From an optimization exercise on the open Yosys and OpenROAD flow, aimed at small area; shortcuts taken in it are not production practice. Where RTL was checked, it was by simulation tests only, not by an equivalence proof against the original. Power and IR drop assume default switching activity. The flow treats the clock pin as an ideal source, which a real chip does not have.

==> flow/design.v <==
module yuv_line_ram #(
parameter DEPTH = 8
)
(
input  wire                  clk,
input  wire                  sh_e,      
input  wire                  hd_e,      
input  wire                  sh_o,      
input  wire                  hd_o,      
input  wire [23:0]           din,       
output wire [23:0]           head_e,
output wire [23:0]           head_o,
output wire [7:0]            next_ye    
);
localparam W = 24*DEPTH;
reg [W-1:0] ce;
reg [W-1:0] co;
always @(posedge clk)
begin
    ce <= ~((ce | {W{sh_e}}) & ({din, ce[W-1:24]} | {W{hd_e}}));
    co <= ~((co | {W{sh_o}}) & ({din, co[W-1:24]} | {W{hd_o}}));
end
assign head_e  = ce[23:0];
assign head_o  = co[23:0];
assign next_ye = ce[31:24];
endmodule
module YUV_2xy_scaler #(
parameter pix_per_clock     = 1,
parameter data_width        = 8,
parameter scaler_rate       = 2,
parameter out_pix_per_clock = 4,
parameter h_total           = 64,
parameter v_total           = 16
)
(
input wire clk_in                                   ,
input wire reset                                    ,
input wire[23:0] rdata                              ,
input wire rlast                                    ,
output reg rready                                   ,
input wire ruser                                    ,
input wire rvalid                                   ,
output reg[63:0] tdata                              ,
output reg tlast                                    ,
input wire tready                                   ,
output reg tuser                                    ,
output reg tvalid
);
always @ (posedge clk_in)
begin
    rready <= tready;
end
reg         rst_in;
reg         rst_in_dly1;
reg         rst_in_dly2;
always @ (posedge clk_in or posedge reset)
begin
    if (reset)
        rst_in_dly1    <= 1'b1;
    else
        rst_in_dly1    <= 1'b0;
end
always @ (posedge clk_in)
begin
    rst_in_dly2    <= rst_in_dly1;
    rst_in         <= rst_in_dly2 || ruser;
end
reg[5:0]    hc;
always @ (posedge clk_in)
begin
    if (rst_in)
        hc  <= 6'd0;
    else if (rlast)
        hc  <= 6'd1;
    else if (hc == 6'd38)
        hc  <= 6'd0;
    else if (hc != 6'd0)
        hc  <= hc + 1'b1;
end
localparam  RD_IDLE = 2'd0;
localparam  RD_C    = 2'd1;      
localparam  RD_S    = 2'd2;      
reg         rd_last;
reg         rd_last_dly1;
reg         rd_last_dly2;
reg[5:0]    rd_cnt;              
reg[1:0]    rd_state;
reg[1:0]    rd_state_dly;
reg[5:0]    r_addr;
reg         enb;
always @ (posedge clk_in)
begin
    if (rst_in)
        rd_cnt  <= 6'd0;
    else if (rd_cnt > (v_total << 1))
        rd_cnt  <= 6'd0;
    else if (rd_last_dly2)
        rd_cnt  <= rd_cnt + 1'b1;
end
always @ (posedge clk_in)
begin
    if (rst_in)
        rd_state    <= RD_IDLE;
    else
        case (rd_state)
            RD_IDLE:
                if (rd_cnt == (v_total << 1))
                    rd_state    <= RD_S;
                else if (hc == 6'd37 || hc == 6'd38)
                    rd_state    <= RD_C;
            RD_C:
                if (rd_last_dly2)
                    rd_state    <= RD_S;
            RD_S:
                if (rd_last_dly2)
                    rd_state    <= RD_IDLE;
            default:
                rd_state    <= RD_IDLE;
        endcase
end
always @ (posedge clk_in)
begin
    rd_state_dly    <= rd_state;
end
always @ (posedge clk_in)
begin
    if (rst_in)
        r_addr  <= 6'd0;
    else if (rd_state == RD_IDLE || rd_state_dly != rd_state)
        r_addr  <= 6'd0;
    else if (enb)
        r_addr  <= r_addr + 1'b1;
end
always @ (posedge clk_in)
begin
    if (rst_in)
        enb     <= 1'b0;
    else
        enb     <= (r_addr <= (h_total >> 1)) && (rd_state == RD_C || rd_state == RD_S);
end
always @ (posedge clk_in)
begin
    if (rst_in)
        rd_last <= 1'b0;
    else
        rd_last <= (r_addr == (h_total >> 1));
end
always @ (posedge clk_in)
begin
    rd_last_dly1    <= rd_last;
    rd_last_dly2    <= rd_last_dly1;
end
always @ (posedge clk_in)
begin
    if (rst_in)
        tuser   <= 1'b0;
    else
        tuser   <= (rd_cnt == 6'd1) && (r_addr == 6'd3);
end
always @ (posedge clk_in)
begin
    if (rst_in)
        tlast   <= 1'b0;
    else
        tlast   <= (rd_cnt != 6'd0) && rd_last_dly1;
end
reg         rsh;
reg         tvalid_pre;
always @ (posedge clk_in)
begin
    if (rst_in)
        begin
            rsh         <= 1'b0;
            tvalid_pre  <= 1'b0;
        end
    else
        begin
            rsh         <= enb && (r_addr >= 6'd2);
            tvalid_pre  <= enb && (r_addr >= 6'd2) && (rd_cnt != 6'd0);
        end
end
always @ (posedge clk_in)
begin
    tvalid  <= tvalid_pre;
end
reg         pol;
always @ (posedge clk_in)
begin
    if (rst_in_dly2)
        pol <= 1'b0;
    else
        pol <= ~pol;
end
reg[5:0]    wx;
always @ (posedge clk_in)
begin
    if (rst_in_dly2)
        wx  <= 6'd0;
    else if (rvalid)
        wx  <= wx + 1'b1;
end
wire[4:0]   rk = r_addr[4:0] - 5'd3;
wire        interp = (rd_state_dly == RD_C);
wire        rsh_nx  = !rst_in && enb && (r_addr >= 6'd2);
wire        ip_nx   = (rd_state == RD_C);
wire[4:0]   rk_nx   = r_addr[4:0] - 5'd2;
function [1:0] sec;
    input [1:0] quarter;
    sec = (quarter == 2'd0) ? 2'd0 : (quarter == 2'd3) ? 2'd2 : 2'd1;
endfunction
reg[2:0]    rd_q, rdn_q;
reg         sh_y, hd_y;
reg[2:0]    ksel;        
reg         kb1, kb2;    
reg         klast;       
integer j;
always @ (posedge clk_in)
begin
    for (j = 0; j < 3; j = j + 1)
        begin
            rd_q[j]     <=  (rsh_nx && ip_nx && sec(rk_nx[4:3]) == j);
            rdn_q[j]    <= !(rsh_nx && ip_nx && sec(rk_nx[4:3]) == j);
        end
    sh_y    <=  rsh_nx;
    hd_y    <= !rsh_nx;
    ksel    <= {sec(rk_nx[4:3]) == 2'd2, sec(rk_nx[4:3]) == 2'd1, sec(rk_nx[4:3]) == 2'd0};
    kb1     <= (rk_nx == 5'd7);
    kb2     <= (rk_nx == 5'd23);
    klast   <= (rk_nx == 5'd31);
end
wire[2:0]   wr_e, wr_o, sh_e, hd_e, sh_o, hd_o;
genvar q;
generate
for (q = 0; q < 3; q = q + 1)
    begin : g_en
        assign wr_e[q] = rvalid && (sec(wx[5:4]) == q) && !wx[0];
        assign wr_o[q] = rvalid && (sec(wx[5:4]) == q) &&  wx[0];
        assign sh_e[q] = rd_q[q] || wr_e[q];
        assign hd_e[q] = rdn_q[q] && !wr_e[q];
        assign sh_o[q] = rd_q[q] || wr_o[q];
        assign hd_o[q] = rdn_q[q] && !wr_o[q];
    end
endgenerate
wire[23:0]  din = rdata ^ {24{pol}};
wire[23:0]  qe [2:0];
wire[23:0]  qo [2:0];
wire[7:0]   qn [2:0];
generate
for (q = 0; q < 3; q = q + 1)
    begin : g_q
        yuv_line_ram #(.DEPTH(q == 1 ? 16 : 8)) u_q (
            .clk    (clk_in),
            .sh_e   (sh_e[q]),
            .hd_e   (hd_e[q]),
            .sh_o   (sh_o[q]),
            .hd_o   (hd_o[q]),
            .din    (din),
            .head_e (qe[q]),
            .head_o (qo[q]),
            .next_ye(qn[q])
        );
    end
endgenerate
reg[32*48-1:0] ych;
wire[23:0]  ae = !interp ? ych[23:0]  : ksel[0] ? qe[0] : ksel[1] ? qe[1] : qe[2];
wire[23:0]  ao = !interp ? ych[47:24] : ksel[0] ? qo[0] : ksel[1] ? qo[1] : qo[2];
wire[7:0]   an = !interp ? ych[55:48] : kb1 ? qe[1][7:0] : kb2 ? qe[2][7:0] :
                 ksel[0] ? qn[0] : ksel[1] ? qn[1] : qn[2];
always @ (posedge clk_in)
begin
    ych <= ~((ych | {1536{sh_y}}) & ({ao, ae, ych[32*48-1:48]} | {1536{hd_y}}));
end
function [63:0] pack;
    input [23:0] e;
    input [23:0] o;
    input [7:0]  n;
    input        last;
    input        p;
    reg [7:0] ye_i, yo_i;
    begin
        ye_i = (e[7:0] >> 1) + (o[7:0] >> 1) + p;
        yo_i = last ? ye_i : (o[7:0] >> 1) + (n >> 1) + p;
        pack = {o[23:16], yo_i, o[15:0], e[23:16], ye_i, e[15:0]};
    end
endfunction
wire[63:0]  aw = pack(ae, ao, an, klast, pol);
wire[63:0]  yw = pack(ych[23:0], ych[47:24], ych[55:48], klast, pol);
wire        cin = interp ? pol : yw[0];
always @ (posedge clk_in)
begin
    if (rst_in)
        tdata   <= 64'd0;
    else
        tdata   <= ((aw >> 1) + (yw >> 1) + cin) ^ {64{pol}};
end
endmodule
Settings: LEC_CHECK=0, CAP_MARGIN=20, CORE_MARGIN=2, CORE_UTILIZATION=50, SLEW_MARGIN=20; clock period 8.0 ns.
standard.sh (not shown) runs the stock make flow with config.mk's settings and CLKGATE_MAP_FILE= SYNTH_SCRIPT=/design/flow/synth_recipe.tcl, a recipe that flattens the netlist after the stock synthesis.
==> flow/flow/run.sh <==
#!/bin/bash
# The standard layout (the standard.sh: standard synthesis, floorplan,
# placement, CTS, routing, finish), with two settings changed:
# - clock tree: clkbuf_16 buffers with larger sink clusters and no dummy
#   loads (the tree is still built and balanced by TritonCTS);
# - port buffers: buf_1 cells (every port still gets a buffer).
set -euo pipefail
export CTS_ARGS="-sink_clustering_enable -repair_clock_nets -buf_list sky130_fd_sc_hd__clkbuf_16 -sink_clustering_size 30 -sink_clustering_max_diameter 80 -dont_use_dummy_load"
export BUFFER_PORTS_ARGS="-buffer_cell sky130_fd_sc_hd__buf_1"
bash standard.sh > standard.log 2>&1
Rerun with:
--- a/flow/flow/run.sh
+++ b/flow/flow/run.sh
@@ -7,3 +7,3 @@
 set -euo pipefail
-export CTS_ARGS="-sink_clustering_enable -repair_clock_nets -buf_list sky130_fd_sc_hd__clkbuf_16 -sink_clustering_size 30 -sink_clustering_max_diameter 80 -dont_use_dummy_load"
+export CTS_ARGS="-sink_clustering_enable -repair_clock_nets -buf_list sky130_fd_sc_hd__clkbuf_16 -sink_clustering_size 34 -sink_clustering_max_diameter 80 -dont_use_dummy_load"
 export BUFFER_PORTS_ARGS="-buffer_cell sky130_fd_sc_hd__buf_1"
CAP_MARGIN = 5   (was 20)
SLEW_MARGIN = 5   (was 20)
- The changed run passed the timing, DRC and antenna checks
- wire length is about the same
- final cell count is about the same
- setup slack improves by 0.061 ns
- final area falls by 0.41%
- register-to-register slack improves by 0.06 ns
- power falls by 1.3%
- sequential cell count is unchanged
Rerun with:
CAP_MARGIN = 20   (was 5)
CORE_UTILIZATION = 60   (was 50)
SLEW_MARGIN = 20   (was 5)
What happened: Combinational power is about the same; critical path depth goes up by 1; die area goes down by about a fifth; global-route usage goes up by 3.2 points; non-clock buffer count goes down by 7; routed wire length goes down by a few percent; clock skew goes up by 0.023 ns.

YUV_2xy_scaler, a different RTL version from the one above (not shown whole).
For scale: about 4400 cells after synthesis, ~3200 flip-flops, ~98 I/O pins, roughly 100000 um^2 of cells after synthesis.
Settings: LEC_CHECK=0, CAP_MARGIN=20, CORE_MARGIN=2, CORE_UTILIZATION=70, CTS_BUF_LIST=sky130_fd_sc_hd__clkbuf_16, CTS_CLUSTER_DIAMETER=50, CTS_CLUSTER_SIZE=30, SLEW_MARGIN=20; clock period 8.0 ns.
run.sh (not shown) runs the stock make flow with config.mk's settings and CLKGATE_MAP_FILE= SYNTH_SCRIPT=/design/flow/synth_recipe.tcl, a recipe that flattens the netlist after the stock synthesis.
Stock flow here: none of the scripts above is used.
The first run finished clean.
Next try:
==> flow/flow/run.sh (new file) <==
#!/bin/bash
# The standard layout (the standard.sh: standard synthesis, floorplan,
# placement, CTS, routing, finish), with two settings changed:
# - clock tree: clkbuf_16 buffers with larger sink clusters and no dummy
#   loads (the tree is still built and balanced by TritonCTS);
# - port buffers: buf_1 cells (every port still gets a buffer).
set -euo pipefail
export CTS_ARGS="-sink_clustering_enable -repair_clock_nets -buf_list sky130_fd_sc_hd__clkbuf_16 -sink_clustering_size 24 -sink_clustering_max_diameter 80 -dont_use_dummy_load"
export BUFFER_PORTS_ARGS="-buffer_cell sky130_fd_sc_hd__buf_1"
bash standard.sh > standard.log 2>&1
==> flow/standard.sh (new file) <==
#!/bin/bash
# synth_recipe.tcl (not shown) runs the flow's synth.tcl, then flattens the netlist and writes it again
# the make line also repeats each setting of config.mk as NAME=value (left out here)
make -C /OpenROAD-flow-scripts/flow DESIGN_CONFIG=/design/flow/config.mk WORK_HOME=/design/flow/orfs CLKGATE_MAP_FILE= SYNTH_SCRIPT=/design/flow/synth_recipe.tcl "${@:-finish}"
Settings changed: CTS_BUF_LIST sky130_fd_sc_hd__clkbuf_16 to unset, CTS_CLUSTER_DIAMETER 50 to unset, CTS_CLUSTER_SIZE 30 to unset.
removed: flow/run.sh
Outcome:
- This time the run completed and failed the layout checks on antenna violations
- clock skew goes up by 47 ps
- final area came out lower by a few percent
- wire length fell by a few percent
- via count is lower by a few percent
- setup slack improved by 180 ps
- first-iteration DRC count went down by a few percent
- sequential power is about the same
- cell count came out lower by a few percent
- global-route usage falls by 1.6 points
- sequential share of layout area rose by 2.7 points
- sequential cell count is unchanged
Next try:
==> flow/run.sh (new file) <==
#!/bin/bash
# synth_recipe.tcl (not shown) runs the flow's synth.tcl, then flattens the netlist and writes it again
# the make line also repeats each setting of config.mk as NAME=value (left out here)
make -C /OpenROAD-flow-scripts/flow DESIGN_CONFIG=/design/flow/config.mk WORK_HOME=/design/flow/orfs CLKGATE_MAP_FILE= SYNTH_SCRIPT=/design/flow/synth_recipe.tcl finish
Settings changed: CTS_BUF_LIST set to sky130_fd_sc_hd__clkbuf_16, CTS_CLUSTER_DIAMETER set to 80, CTS_CLUSTER_SIZE set to 24.
removed: flow/flow/run.sh
removed: flow/standard.sh
After rerunning:
- This time the run ran to the end with no violations
- cell area rose by 1.1%
- synthesized area is unchanged
- worst hold slack gets better by 10 ps
- via count grows by 0.45%
- sequential share of layout area decreases by 0.95 points
- core utilization rose by 0.84 points
- fmax drops by 1.9%
- sequential power is about the same
- wire length is higher by about 1.7%
- synthesized cell count is unchanged
- die area stays the same
Function was not checked in any run of this note: the RTL went through the layout flow alone.

YUV_2xy_scaler, a different RTL version from the one above (not shown whole).
Size: about 8600 cells after synthesis, roughly 98 I/O pins, roughly 0.097 sq mm of cells after synthesis.
make LEC_CHECK=0 CAP_MARGIN=20 CORE_MARGIN=2 CORE_UTILIZATION=70 CTS_BUF_LIST=sky130_fd_sc_hd__clkbuf_16 CTS_CLUSTER_DIAMETER=80 CTS_CLUSTER_SIZE=24 SLEW_MARGIN=20 finish   # period 8.0 ns
Stock flow here: none of the scripts above is used.
The starting point completed and failed the layout checks on antenna violations.
Change:
==> flow/flow/run.sh (new file) <==
#!/bin/bash
# The standard layout (the standard.sh: standard synthesis, floorplan,
# placement, CTS, routing, finish), with two settings changed:
# - clock tree: clkbuf_16 buffers with larger sink clusters and no dummy
#   loads (the tree is still built and balanced by TritonCTS);
# - port buffers: buf_1 cells (every port still gets a buffer).
set -euo pipefail
export CTS_ARGS="-sink_clustering_enable -repair_clock_nets -buf_list sky130_fd_sc_hd__clkbuf_16 -sink_clustering_size 24 -sink_clustering_max_diameter 80 -dont_use_dummy_load"
export BUFFER_PORTS_ARGS="-buffer_cell sky130_fd_sc_hd__buf_1"
bash standard.sh > standard.log 2>&1
==> flow/standard.sh (new file) <==
#!/bin/bash
# synth_recipe.tcl (not shown) runs the flow's synth.tcl, then flattens the netlist and writes it again
# the make line also repeats each setting of config.mk as NAME=value (left out here)
make -C /OpenROAD-flow-scripts/flow DESIGN_CONFIG=/design/flow/config.mk WORK_HOME=/design/flow/orfs CLKGATE_MAP_FILE= SYNTH_SCRIPT=/design/flow/synth_recipe.tcl "${@:-finish}"
Settings changed: CTS_BUF_LIST sky130_fd_sc_hd__clkbuf_16 to not set, CTS_CLUSTER_DIAMETER 80 to not set, CTS_CLUSTER_SIZE 24 to not set.
removed: flow/run.sh
What happened:
- With this change the flow passed the timing, DRC and antenna checks
- power goes down slightly
- routed wire length goes down slightly
- combinational power goes down by a few percent
- setup slack got worse by 0.045 ns
- hold slack barely changes

== before ==
Another version of the RTL of YUV_2xy_scaler (not shown whole).
Size: ~8500 cells after synthesis, ~3200 flip-flops, roughly 98 I/O pins, roughly 95000 um2 of cells after synthesis.
make LEC_CHECK=0 CAP_MARGIN=20 CORE_MARGIN=2 CORE_UTILIZATION=50 CTS_BUF_LIST=sky130_fd_sc_hd__clkbuf_16 CTS_CLUSTER_DIAMETER=80 CTS_CLUSTER_SIZE=24 SLEW_MARGIN=20 finish   # period 8.0 ns
Stock flow here: none of the scripts above is used.
before | stages: all done | timing, DRC, antenna: all pass
### before -> after
Settings: removing CTS_CLUSTER_SIZE (formerly 24); removing CTS_CLUSTER_DIAMETER (formerly 80); removing CTS_BUF_LIST (formerly sky130_fd_sc_hd__clkbuf_16).
==> flow/flow/run.sh (new file) <==
#!/bin/bash
# The standard layout (the standard.sh: standard synthesis, floorplan,
# placement, CTS, routing, finish), with two settings changed:
# - clock tree: clkbuf_16 buffers with larger sink clusters and no dummy
#   loads (the tree is still built and balanced by TritonCTS);
# - port buffers: buf_1 cells (every port still gets a buffer).
set -euo pipefail
export CTS_ARGS="-sink_clustering_enable -repair_clock_nets -buf_list sky130_fd_sc_hd__clkbuf_16 -sink_clustering_size 24 -sink_clustering_max_diameter 80 -dont_use_dummy_load"
export BUFFER_PORTS_ARGS="-buffer_cell sky130_fd_sc_hd__buf_1"
bash standard.sh > standard.log 2>&1
==> flow/standard.sh (new file) <==
#!/bin/bash
# synth_recipe.tcl (not shown) runs the flow's synth.tcl, then flattens the netlist and writes it again
# the make line also repeats each setting of config.mk as NAME=value (left out here)
make -C /OpenROAD-flow-scripts/flow DESIGN_CONFIG=/design/flow/config.mk WORK_HOME=/design/flow/orfs CLKGATE_MAP_FILE= SYNTH_SCRIPT=/design/flow/synth_recipe.tcl "${@:-finish}"
removed: flow/run.sh
==> comparison <==
after vs. before: number of cell instances on the worst register-to-register path rose 1, worst supply voltage drop on vdd dropped 7.3%.
after ends up with a worst path arrival time that is 90 ps higher than in before.
Total stage count of the critical path ended up about 4% higher on after than on before.
There was hardly any difference in clock slew at the register clock pins of the worst setup and hold paths between after and before.

-- separate check: timing with driven ports --
No port has a modelled driver above. Below, the same layouts with a new extraction and two added sets of constraints.
Step 1, drivers: a clkbuf_16 drives clk_in and a buf_2 each remaining input, both assumed.
Step 2, shift: input delay + t, output delay - t, t = (earliest + latest rising clock arrival at the registers) / 2. This alone moves slack from input paths to output paths.
a / b / c = ideal / step 1 / step 2; a / b = the first two.
run	t (ns)	setup slack, ns	clock arrival spread, ns	worst slew at a driven data input, ns	pins driven straight from the clock port
the first run of note 1	0.866	1.656 / 1.656 / 1.656	0.092 / 0.092	0.22	1
the second run of note 1	0.854	1.717 / 1.717 / 1.717	0.104 / 0.104	0.26	1
the third run of note 1	0.827	1.696 / 1.696 / 1.696	0.119 / 0.119	0.18	1
the first run of note 2	0.897	1.171 / 1.171 / 1.171	0.050 / 0.049	0.15	1
the second run of note 2	0.832	1.348 / 1.348 / 1.348	0.113 / 0.113	0.15	1
the third run of note 2	0.873	1.217 / 1.217 / 1.217	0.045 / 0.045	0.14	1
the first run of note 3	0.879	0.787 / 0.787 / 0.787	0.031 / 0.031	0.06	1
the second run of note 3	0.837	0.742 / 0.742 / 0.742	0.090 / 0.090	0.06	1
before	0.899	0.825 / 0.825 / 0.825	0.045 / 0.045	0.11	1
after	0.882	0.629 / 0.630 / 0.630	0.092 / 0.092	0.08	1
